Context: an optimization exercise on an open-source flow, tuned for small area, a short achievable clock period and few clock cycles per item. The choices shown serve that exercise and are no tape-out recipe. RTL that was checked went through simulation tests only; none was proved equivalent to the original.

## build 65
// fm_3d_ru_span_setup
module fm_3d_ru_span_setup (
    clk_core,
    rst_x,
    i_valid,
    i_aa_mode,
    i_x_l,
    i_y_l,
    i_z_l,
    i_iw_l,
    i_param00_l,
    i_param01_l,
    i_param02_l,
    i_param03_l,
    i_param10_l,
    i_param11_l,
    i_param12_l,
    i_param13_l,
    i_x_r,
    i_y_r,
    i_z_r,
    i_iw_r,
    i_param00_r,
    i_param01_r,
    i_param02_r,
    i_param03_r,
    i_param10_r,
    i_param11_r,
    i_param12_r,
    i_param13_r,
    o_ack,
    i_param0_en,
    i_param1_en,
    i_param0_size,
    i_param1_size,
    o_idle,
    o_valid,
    o_aa_mode,
    o_kind,
    o_initial_val,
    o_step_val,
    o_delta_a,
    o_y,
    o_end_flag,
    o_end_x,
    i_busy
);
    input         clk_core;
    input         rst_x;
    input         i_valid;
    input         i_aa_mode;
    input  [20:0] i_x_l;
    input  [8:0]  i_y_l;
    input  [20:0] i_z_l;
    input  [20:0] i_iw_l;
    input  [20:0] i_param00_l;
    input  [20:0] i_param01_l;
    input  [20:0] i_param02_l;
    input  [20:0] i_param03_l;
    input  [20:0] i_param10_l;
    input  [20:0] i_param11_l;
    input  [20:0] i_param12_l;
    input  [20:0] i_param13_l;
    input  [20:0] i_x_r;
    input  [8:0]  i_y_r;
    input  [20:0] i_z_r;
  ...
export LEC_CHECK = 0
export ABC_AREA = 1
export CAP_MARGIN = 20
export CORE_MARGIN = 2
export CORE_UTILIZATION = 55
export CTS_BUF_LIST = sky130_fd_sc_hd__clkbuf_4 sky130_fd_sc_hd__clkbuf_8
export PLACE_DENSITY = 0.65
export SETUP_SLACK_MARGIN = 5
export SLEW_MARGIN = 20
create_clock -name core_clock -period 10.0 [get_ports {clk_core}]
standard.sh (not shown) runs the stock make flow with config.mk's settings and CLKGATE_MAP_FILE= SYNTH_SCRIPT=/design/flow/synth_recipe.tcl, a recipe that flattens the netlist after the stock synthesis.
==> flow/flow/run.sh <==
#!/bin/bash
# The standard layout (the standard.sh: ORFS synthesis to final layout)
# with two changes to how it is built:
#  - the port buffers that placement inserts are the smallest buffer cell
#    instead of ORFS's default choice (the resizer still upsizes them where
#    timing needs it);
#  - clock tree synthesis runs with ORFS's usual arguments and buffer list
#    but without dummy loads.
# Make's output goes to flow_make.log here; ORFS keeps each step's own log
# under orfs/logs/.
set -euo pipefail
bash standard.sh \
  BUFFER_PORTS_ARGS="-buffer_cell sky130_fd_sc_hd__buf_1" \
  CTS_ARGS="-sink_clustering_enable -repair_clock_nets -dont_use_dummy_load -buf_list {sky130_fd_sc_hd__clkbuf_4 sky130_fd_sc_hd__clkbuf_8}" \
  finish > flow_make.log 2>&1
Testbench counts of build 65, summed over its fixed seeds: cycles 37,798, spans 4,800.
### build 65 -> build 66
- PLACE_DENSITY: 0.65 -> 0.6
- CORE_UTILIZATION: 55 -> 40
==> flow/run.sh (new file) <==
#!/bin/bash
# synth_recipe.tcl (not shown) runs the flow's synth.tcl, then flattens the netlist and writes it again
# the make line also repeats each setting of config.mk as NAME=value (left out here)
make -C /OpenROAD-flow-scripts/flow DESIGN_CONFIG=/design/flow/config.mk WORK_HOME=/design/flow/orfs CLKGATE_MAP_FILE= SYNTH_SCRIPT=/design/flow/synth_recipe.tcl finish
removed: flow/flow/run.sh
removed: flow/standard.sh
Notes after the runs:
Diff build 66 and build 65: number of non-clock buffers higher in build 66
Critical path depth came out lower on build 66 than on build 65.
Final design instance area without fill for build 66: 5000 um^2 up relative to build 65
Detailed-routing wirelength on met1: build 66 vs build 65 up 21%
Diff build 65 -> build 66: number of fillers in the final layout shows an increase of 3,266; worst hold-check slack shows a reduction of 0.0085 ns; smallest setup slack after layout shows a reduction of 0.11 ns; count of clock-buffer cells in the layout shows an increase of 35.
Compared with build 65, placement density in the core of build 66 is lower.
Looking at fraction of the cycle the final worst path needs, build 66 sits 1.1 points higher than build 65 does.
Changes in build 64 relative to build 66:
- PLACE_DENSITY: 0.6 -> 0.65
- CORE_UTILIZATION: 40 -> 55
==> flow/flow/run.sh (new file) <==
#!/bin/bash
# The standard layout (the standard.sh: ORFS synthesis to final layout),
# with the port buffers that placement inserts made the smallest buffer
# cell instead of ORFS's default choice; the resizer still upsizes them
# where timing needs it. Make's output goes to flow_make.log here; ORFS
# keeps each step's own log under orfs/logs/.
set -euo pipefail
bash standard.sh BUFFER_PORTS_ARGS="-buffer_cell sky130_fd_sc_hd__buf_1" finish > flow_make.log 2>&1
==> flow/standard.sh (new file) <==
#!/bin/bash
# synth_recipe.tcl (not shown) runs the flow's synth.tcl, then flattens the netlist and writes it again
# the make line also repeats each setting of config.mk as NAME=value (left out here)
make -C /OpenROAD-flow-scripts/flow DESIGN_CONFIG=/design/flow/config.mk WORK_HOME=/design/flow/orfs CLKGATE_MAP_FILE= SYNTH_SCRIPT=/design/flow/synth_recipe.tcl "${@:-finish}"
removed: flow/run.sh
### Flow results
- Least setup slack across all paths after layout (build 64 over build 66): increase, 0.090 ns
- Side by side, total length of routed met2 wires turned out lower in build 64 than in build 66.
- Build 66: full flow OK, the timing, DRC and antenna checks passed
- Build 64: flow completed, timing, DRC and antenna clean
- Of build 64 and build 66, it is build 64 that has the lower final cycle utilization of the critical path.


Starting RTL as in the previous note.
## fm_3d_ru_span_setup
module fm_3d_ru_span_setup (
    clk_core,
    rst_x,
    i_valid,
    i_aa_mode,
    i_x_l,
    i_y_l,
    i_z_l,
    i_iw_l,
    i_param00_l,
    i_param01_l,
    i_param02_l,
    i_param03_l,
    i_param10_l,
    i_param11_l,
    i_param12_l,
    i_param13_l,
    i_x_r,
    i_y_r,
    i_z_r,
    i_iw_r,
    i_param00_r,
    i_param01_r,
    i_param02_r,
    i_param03_r,
    i_param10_r,
    i_param11_r,
    i_param12_r,
    i_param13_r,
    o_ack,
    i_param0_en,
    i_param1_en,
    i_param0_size,
    i_param1_size,
    o_idle,
    o_valid,
    o_aa_mode,
    o_kind,
    o_initial_val,
    o_step_val,
    o_delta_a,
    o_y,
    o_end_flag,
    o_end_x,
    i_busy
);
clock: 10.0 ns
lec_check: 0
abc_area: 1
cap_margin: 20
core_margin: 2
core_utilization: 55
cts_buf_list: sky130_fd_sc_hd__clkbuf_4 sky130_fd_sc_hd__clkbuf_8
place_density: 0.65
setup_slack_margin: 4.8
slew_margin: 20
==> flow/flow/run.sh <==
#!/bin/bash
# The standard layout (the standard.sh: ORFS synthesis to final layout)
# with these changes to how it is built:
#  - after the standard synthesis, fapol.py flips the polarity of full
#    adders in the synthesized netlist where that removes inverters
#    (a full adder is self-dual); registers and their names are untouched;
#  - the port buffers that placement inserts are the smallest buffer cell
#    instead of ORFS's default choice (the resizer still upsizes them where
#    timing needs it);
#  - clock tree synthesis runs with ORFS's usual arguments and buffer list
#    but without dummy loads.
# Each tool's output goes to a log file here: flow_synth.log,
# flow_fapol.log and flow_make.log; ORFS keeps each step's own log under
# orfs/logs/.
set -euo pipefail
ARGS=(
  BUFFER_PORTS_ARGS="-buffer_cell sky130_fd_sc_hd__buf_1"
  CTS_ARGS="-sink_clustering_enable -repair_clock_nets -dont_use_dummy_load -buf_list {sky130_fd_sc_hd__clkbuf_4 sky130_fd_sc_hd__clkbuf_8}"
)
RES=orfs/results/${FLOW_PLATFORM:-sky130hd}/fm_3d_ru_span_setup/base
bash standard.sh "${ARGS[@]}" synth > flow_synth.log 2>&1
python3 flow/fapol.py $RES/1_2_yosys.v > flow_fapol.log 2>&1
rm -f $RES/1_synth.odb $RES/1_synth.sdc
bash standard.sh "${ARGS[@]}" finish > flow_make.log 2>&1
Other scripts of this flow, unchanged in this note and not shown: flow/flow/fapol.py
The starting point completed without violations.
Testbench counts at the start, summed over its fixed seeds: cycles 37,798, spans 4,800.
Edit:
Settings changed: CORE_UTILIZATION 55 to 68, PLACE_DENSITY 0.65 to 0.75, SETUP_SLACK_MARGIN 4.8 to 5.
First-iteration DRC count rises by 31%.
Clock skew falls by 0.054 ns.
Final cell count falls by 2.9%.
Utilization rises by 14 points.


fm_3d_ru_span_setup, a different RTL version from the one above (not shown whole).
Size in the first run: about 520 flip-flops, about 600 I/O pins.
make LEC_CHECK=0 ABC_AREA=1 CAP_MARGIN=20 CORE_MARGIN=2 CORE_UTILIZATION=40 PLACE_DENSITY=0.6 SETUP_SLACK_MARGIN=5 SLEW_MARGIN=20 finish   # period 10.0 ns
run.sh (not shown) runs the stock make flow with config.mk's settings and CLKGATE_MAP_FILE= SYNTH_SCRIPT=/design/flow/synth_recipe.tcl, a recipe that flattens the netlist after the stock synthesis.
Stock flow here: none of the scripts above is used.
Then changed:
==> flow/flow/run.sh (new file) <==
#!/bin/bash
# The standard layout (the standard.sh: ORFS synthesis to final layout),
# with the port buffers that placement inserts made the smallest buffer
# cell instead of ORFS's default choice; the resizer still upsizes them
# where timing needs it. Make's output goes to flow_make.log here; ORFS
# keeps each step's own log under orfs/logs/.
set -euo pipefail
bash standard.sh BUFFER_PORTS_ARGS="-buffer_cell sky130_fd_sc_hd__buf_1" finish > flow_make.log 2>&1
==> flow/standard.sh (new file) <==
#!/bin/bash
# synth_recipe.tcl (not shown) runs the flow's synth.tcl, then flattens the netlist and writes it again
# the make line also repeats each setting of config.mk as NAME=value (left out here)
make -C /OpenROAD-flow-scripts/flow DESIGN_CONFIG=/design/flow/config.mk WORK_HOME=/design/flow/orfs CLKGATE_MAP_FILE= SYNTH_SCRIPT=/design/flow/synth_recipe.tcl "${@:-finish}"
removed: flow/run.sh
What happened:
- register-to-register slack is worse by 0.03 ns
- synthesized area is unchanged
- fmax fell slightly
- die area stays the same
- core utilization is lower by 3.6 points
- global-route usage went down by 0.34 points
- wire length drops slightly
Function was not checked in any run of this note: the RTL went through the layout flow alone.


Another version of the RTL of fm_3d_ru_span_setup (not shown whole).
For scale: about 4800 cells after synthesis, roughly 480 flip-flops, roughly 600 I/O pins, roughly 0.039 sq mm of cells after synthesis.
// fm_3d_ru_span_setup
module fm_3d_ru_span_setup (
    clk_core,
    rst_x,
    i_valid,
    i_aa_mode,
    i_x_l,
    i_y_l,
    i_z_l,
    i_iw_l,
    i_param00_l,
    i_param01_l,
    i_param02_l,
    i_param03_l,
    i_param10_l,
    i_param11_l,
    i_param12_l,
    i_param13_l,
    i_x_r,
    i_y_r,
    i_z_r,
    i_iw_r,
    i_param00_r,
    i_param01_r,
    i_param02_r,
    i_param03_r,
    i_param10_r,
    i_param11_r,
    i_param12_r,
    i_param13_r,
    o_ack,
    i_param0_en,
    i_param1_en,
    i_param0_size,
    i_param1_size,
    o_idle,
    o_valid,
    o_aa_mode,
    o_kind,
    o_initial_val,
    o_step_val,
    o_delta_a,
    o_y,
    o_end_flag,
    o_end_x,
    i_busy
);
    input         clk_core;
    input         rst_x;
    input         i_valid;
    input         i_aa_mode;
    input  [20:0] i_x_l;
    input  [8:0]  i_y_l;
    input  [20:0] i_z_l;
    input  [20:0] i_iw_l;
    input  [20:0] i_param00_l;
    input  [20:0] i_param01_l;
    input  [20:0] i_param02_l;
    input  [20:0] i_param03_l;
    input  [20:0] i_param10_l;
    input  [20:0] i_param11_l;
    input  [20:0] i_param12_l;
    input  [20:0] i_param13_l;
    input  [20:0] i_x_r;
    input  [8:0]  i_y_r;
    input  [20:0] i_z_r;
    input  [20:0] i_iw_r;
    input  [20:0] i_param00_r;
    input  [20:0] i_param01_r;
    input  [20:0] i_param02_r;
    input  [20:0] i_param03_r;
    input  [20:0] i_param10_r;
    input  [20:0] i_param11_r;
    input  [20:0] i_param12_r;
    input  [20:0] i_param13_r;
    output        o_ack;
    input         i_param0_en;
    input         i_param1_en;
    input  [1:0]  i_param0_size;
    input  [1:0]  i_param1_size;
    output        o_idle;
    output        o_valid;
    output        o_aa_mode;
    output [3:0]  o_kind;
    output [21:0] o_initial_val;
    output [21:0] o_step_val;
    output [21:0] o_delta_a;
    output [8:0]  o_y;
    output        o_end_flag;
    output [20:0] o_end_x;
  ...
==> flow/config.mk <==
export PLATFORM = sky130hd
export DESIGN_NAME = fm_3d_ru_span_setup
export DESIGN_NICKNAME = fm_3d_ru_span_setup
export VERILOG_FILES = /design/flow/design.v
export SDC_FILE = /design/flow/constraint.sdc
export NUM_CORES = 4
export LEC_CHECK = 0
export ABC_AREA = 1
export CAP_MARGIN = 20
export CORE_MARGIN = 2
export CORE_UTILIZATION = 40
export PLACE_DENSITY = 0.6
export SETUP_SLACK_MARGIN = 4.5
export SLEW_MARGIN = 20
==> flow/constraint.sdc <==
create_clock -name core_clock -period 10.0 [get_ports {clk_core}]
set_input_delay 2.0000 -clock core_clock [delete_from_list [all_inputs] [get_ports {clk_core}]]
set_output_delay 2.0000 -clock core_clock [all_outputs]
set_load 0.01 [all_outputs]
Stock flow here: none of the scripts above is used.
The baseline ran to the end with no violations.
Testbench counts at the start, summed over its fixed seeds: cycles 37,790, spans 4,800.
==> next run, changes <==
- SETUP_SLACK_MARGIN: 4.5 -> 5
After rerunning: Hold slack is about the same; non-clock buffer count increases by 31; final area increases slightly; clock-buffer cell count increases by 6; maximum frequency increases slightly; die area is unchanged.


RTL: one of the versions met above, not the one the previous note started from.
For scale: roughly 4,700 cells after synthesis, about 600 I/O pins, roughly 40,000 um2 of cells after synthesis.
Design fm_3d_ru_span_setup, start of the top module:
module fm_3d_ru_span_setup (
    clk_core,
    rst_x,
    i_valid,
    i_aa_mode,
    i_x_l,
    i_y_l,
    i_z_l,
    i_iw_l,
    i_param00_l,
    i_param01_l,
    i_param02_l,
    i_param03_l,
    i_param10_l,
    i_param11_l,
    i_param12_l,
    i_param13_l,
    i_x_r,
    i_y_r,
    i_z_r,
    i_iw_r,
    i_param00_r,
    i_param01_r,
    i_param02_r,
    i_param03_r,
    i_param10_r,
    i_param11_r,
    i_param12_r,
    i_param13_r,
    o_ack,
    i_param0_en,
    i_param1_en,
    i_param0_size,
    i_param1_size,
    o_idle,
    o_valid,
    o_aa_mode,
    o_kind,
    o_initial_val,
    o_step_val,
    o_delta_a,
    o_y,
    o_end_flag,
    o_end_x,
    i_busy
);
    input         clk_core;
    input         rst_x;
    input         i_valid;
    input         i_aa_mode;
    input  [20:0] i_x_l;
    input  [8:0]  i_y_l;
    input  [20:0] i_z_l;
    input  [20:0] i_iw_l;
    input  [20:0] i_param00_l;
    input  [20:0] i_param01_l;
    input  [20:0] i_param02_l;
    input  [20:0] i_param03_l;
    input  [20:0] i_param10_l;
    input  [20:0] i_param11_l;
    input  [20:0] i_param12_l;
    input  [20:0] i_param13_l;
    input  [20:0] i_x_r;
    input  [8:0]  i_y_r;
    input  [20:0] i_z_r;
    input  [20:0] i_iw_r;
    input  [20:0] i_param00_r;
    input  [20:0] i_param01_r;
    input  [20:0] i_param02_r;
    input  [20:0] i_param03_r;
    input  [20:0] i_param10_r;
    input  [20:0] i_param11_r;
    input  [20:0] i_param12_r;
    input  [20:0] i_param13_r;
    output        o_ack;
    input         i_param0_en;
    input         i_param1_en;
    input  [1:0]  i_param0_size;
    input  [1:0]  i_param1_size;
    output        o_idle;
    output        o_valid;
    output        o_aa_mode;
    output [3:0]  o_kind;
    output [21:0] o_initial_val;
    output [21:0] o_step_val;
    output [21:0] o_delta_a;
    output [8:0]  o_y;
    output        o_end_flag;
    output [20:0] o_end_x;
    input         i_busy;
    reg    [3:0]  r_idx;
    reg           r_last;       
    reg           r_p0en, r_p1en;
    reg    [1:0]  r_p0s, r_p1s;
    reg           r_pres;       
    reg    [30:0] r_ctx0, r_ctx1;
    reg           r_wp, r_rp;
    reg    [1:0]  r_cnt;
    wire          w_en;         
    wire          w_first = (r_idx == 4'd0);
    wire          w_pop;
    wire          w_room = (r_cnt != 2'd2) | w_pop;
  ...
export LEC_CHECK = 0
export ABC_AREA = 1
export CAP_MARGIN = 20
export CORE_MARGIN = 2
export CORE_UTILIZATION = 55
export CTS_BUF_LIST = sky130_fd_sc_hd__clkbuf_4 sky130_fd_sc_hd__clkbuf_8
export GPL_TIMING_DRIVEN = 0
export PLACE_DENSITY = 0.65
export SETUP_SLACK_MARGIN = 5
export SLEW_MARGIN = 20
create_clock -name core_clock -period 10.0 [get_ports {clk_core}]
standard.sh (not shown) runs the stock make flow with config.mk's settings and CLKGATE_MAP_FILE= SYNTH_SCRIPT=/design/flow/synth_recipe.tcl, a recipe that flattens the netlist after the stock synthesis.
==> flow/flow/run.sh <==
#!/bin/bash
# The standard layout (the standard.sh: ORFS synthesis to final layout)
# with these changes to how it is built:
#  - after the standard synthesis, fapol.py flips the polarity of full
#    adders in the synthesized netlist where that removes inverters
#    (a full adder is self-dual); registers and their names are untouched;
#  - the port buffers that placement inserts are the smallest buffer cell
#    instead of ORFS's default choice (the resizer still upsizes them where
#    timing needs it);
#  - clock tree synthesis runs with ORFS's usual arguments and buffer list
#    but without dummy loads.
# Each tool's output goes to a log file here: flow_synth.log,
# flow_fapol.log and flow_make.log; ORFS keeps each step's own log under
# orfs/logs/.
set -euo pipefail
ARGS=(
  BUFFER_PORTS_ARGS="-buffer_cell sky130_fd_sc_hd__buf_1"
  CTS_ARGS="-sink_clustering_enable -repair_clock_nets -dont_use_dummy_load -buf_list {sky130_fd_sc_hd__clkbuf_4 sky130_fd_sc_hd__clkbuf_8}"
)
RES=orfs/results/${FLOW_PLATFORM:-sky130hd}/fm_3d_ru_span_setup/base
bash standard.sh "${ARGS[@]}" synth > flow_synth.log 2>&1
python3 flow/fapol.py $RES/1_2_yosys.v > flow_fapol.log 2>&1
rm -f $RES/1_synth.odb $RES/1_synth.sdc
bash standard.sh "${ARGS[@]}" finish > flow_make.log 2>&1
Other scripts of this flow, unchanged in this note and not shown: flow/flow/fapol.py
The starting point produced a clean layout.
Testbench counts at the start, summed over its fixed seeds: cycles 37,798, spans 4,800.
Rerun with:
--- a/flow/flow/run.sh
+++ b/flow/flow/run.sh
@@ -11 +11,2 @@
-#    but without dummy loads.
+#    but without dummy loads, with at most 16 sinks within 90 um per
+#    leaf cluster and clkbuf_16 also allowed, so fewer leaf buffers.
@@ -18 +19 @@
-  CTS_ARGS="-sink_clustering_enable -repair_clock_nets -dont_use_dummy_load -buf_list {sky130_fd_sc_hd__clkbuf_4 sky130_fd_sc_hd__clkbuf_8}"
+  CTS_ARGS="-sink_clustering_enable -repair_clock_nets -dont_use_dummy_load -sink_clustering_size 16 -sink_clustering_max_diameter 90 -buf_list {sky130_fd_sc_hd__clkbuf_4 sky130_fd_sc_hd__clkbuf_8 sky130_fd_sc_hd__clkbuf_16}"
Settings changed: GPL_TIMING_DRIVEN 0 to unset.
Result:
- wire length fell by 11%
- first-iteration DRC count drops by 19%
- area after synthesis stays the same
- worst hold slack improves by 0.015 ns
- synthesized cell count does not change
- non-clock buffer count goes down by 168
- flip-flop and latch count stays the same
- sequential share of layout area increases by 0.70 points
- count of clock-buffer cells in the layout falls by 46

[what the ideal ports hide]
The results above use ideal ports. As a check the final layouts listed here were re-extracted and re-timed, cells and wires unchanged. Step 1: set_driving_cell puts a clkbuf_16 on clk_core and a buf_2 on each other input, an assumption about the parent block. Step 2, shift: input delay + t, output delay - t, t = (earliest + latest rising clock arrival at the registers) / 2. This alone moves slack from input paths to output paths. a / b / c = ideal ports / drivers / drivers and shift; a / b = the first two.
run	t, ns	slack for setup (ns)	latest minus earliest clock arrival (ns)
build 65	0.754	5.237 / 5.237 / 4.748	0.092 / 0.092
build 66	0.776	5.130 / 5.071 / 4.738	0.067 / 0.067
build 64	0.787	5.220 / 5.220 / 4.724	0.066 / 0.067
the first run of note 2	0.745	4.923 / 4.887 / 4.356	0.123 / 0.123
the second run of note 2	0.746	5.063 / 5.008 / 4.768	0.087 / 0.087
the first run of note 3	0.739	5.122 / 5.045 / 4.423	0.064 / 0.064
the second run of note 3	0.736	5.049 / 4.976 / 4.636	0.078 / 0.079
the first run of note 4	0.692	4.544 / 4.466 / 4.447	0.036 / 0.037
the second run of note 4	0.734	4.595 / 4.515 / 4.567	0.047 / 0.047
the first run of note 5	0.759	5.064 / 5.064 / 4.725	0.107 / 0.106
the second run of note 5	0.639	5.038 / 5.038 / 4.910	0.099 / 0.099
After both steps every run listed still meets setup and hold. The setup slack of the first run of note 3, which loses most, moves by -0.077 ns with the drivers and by -0.699 ns with both steps.
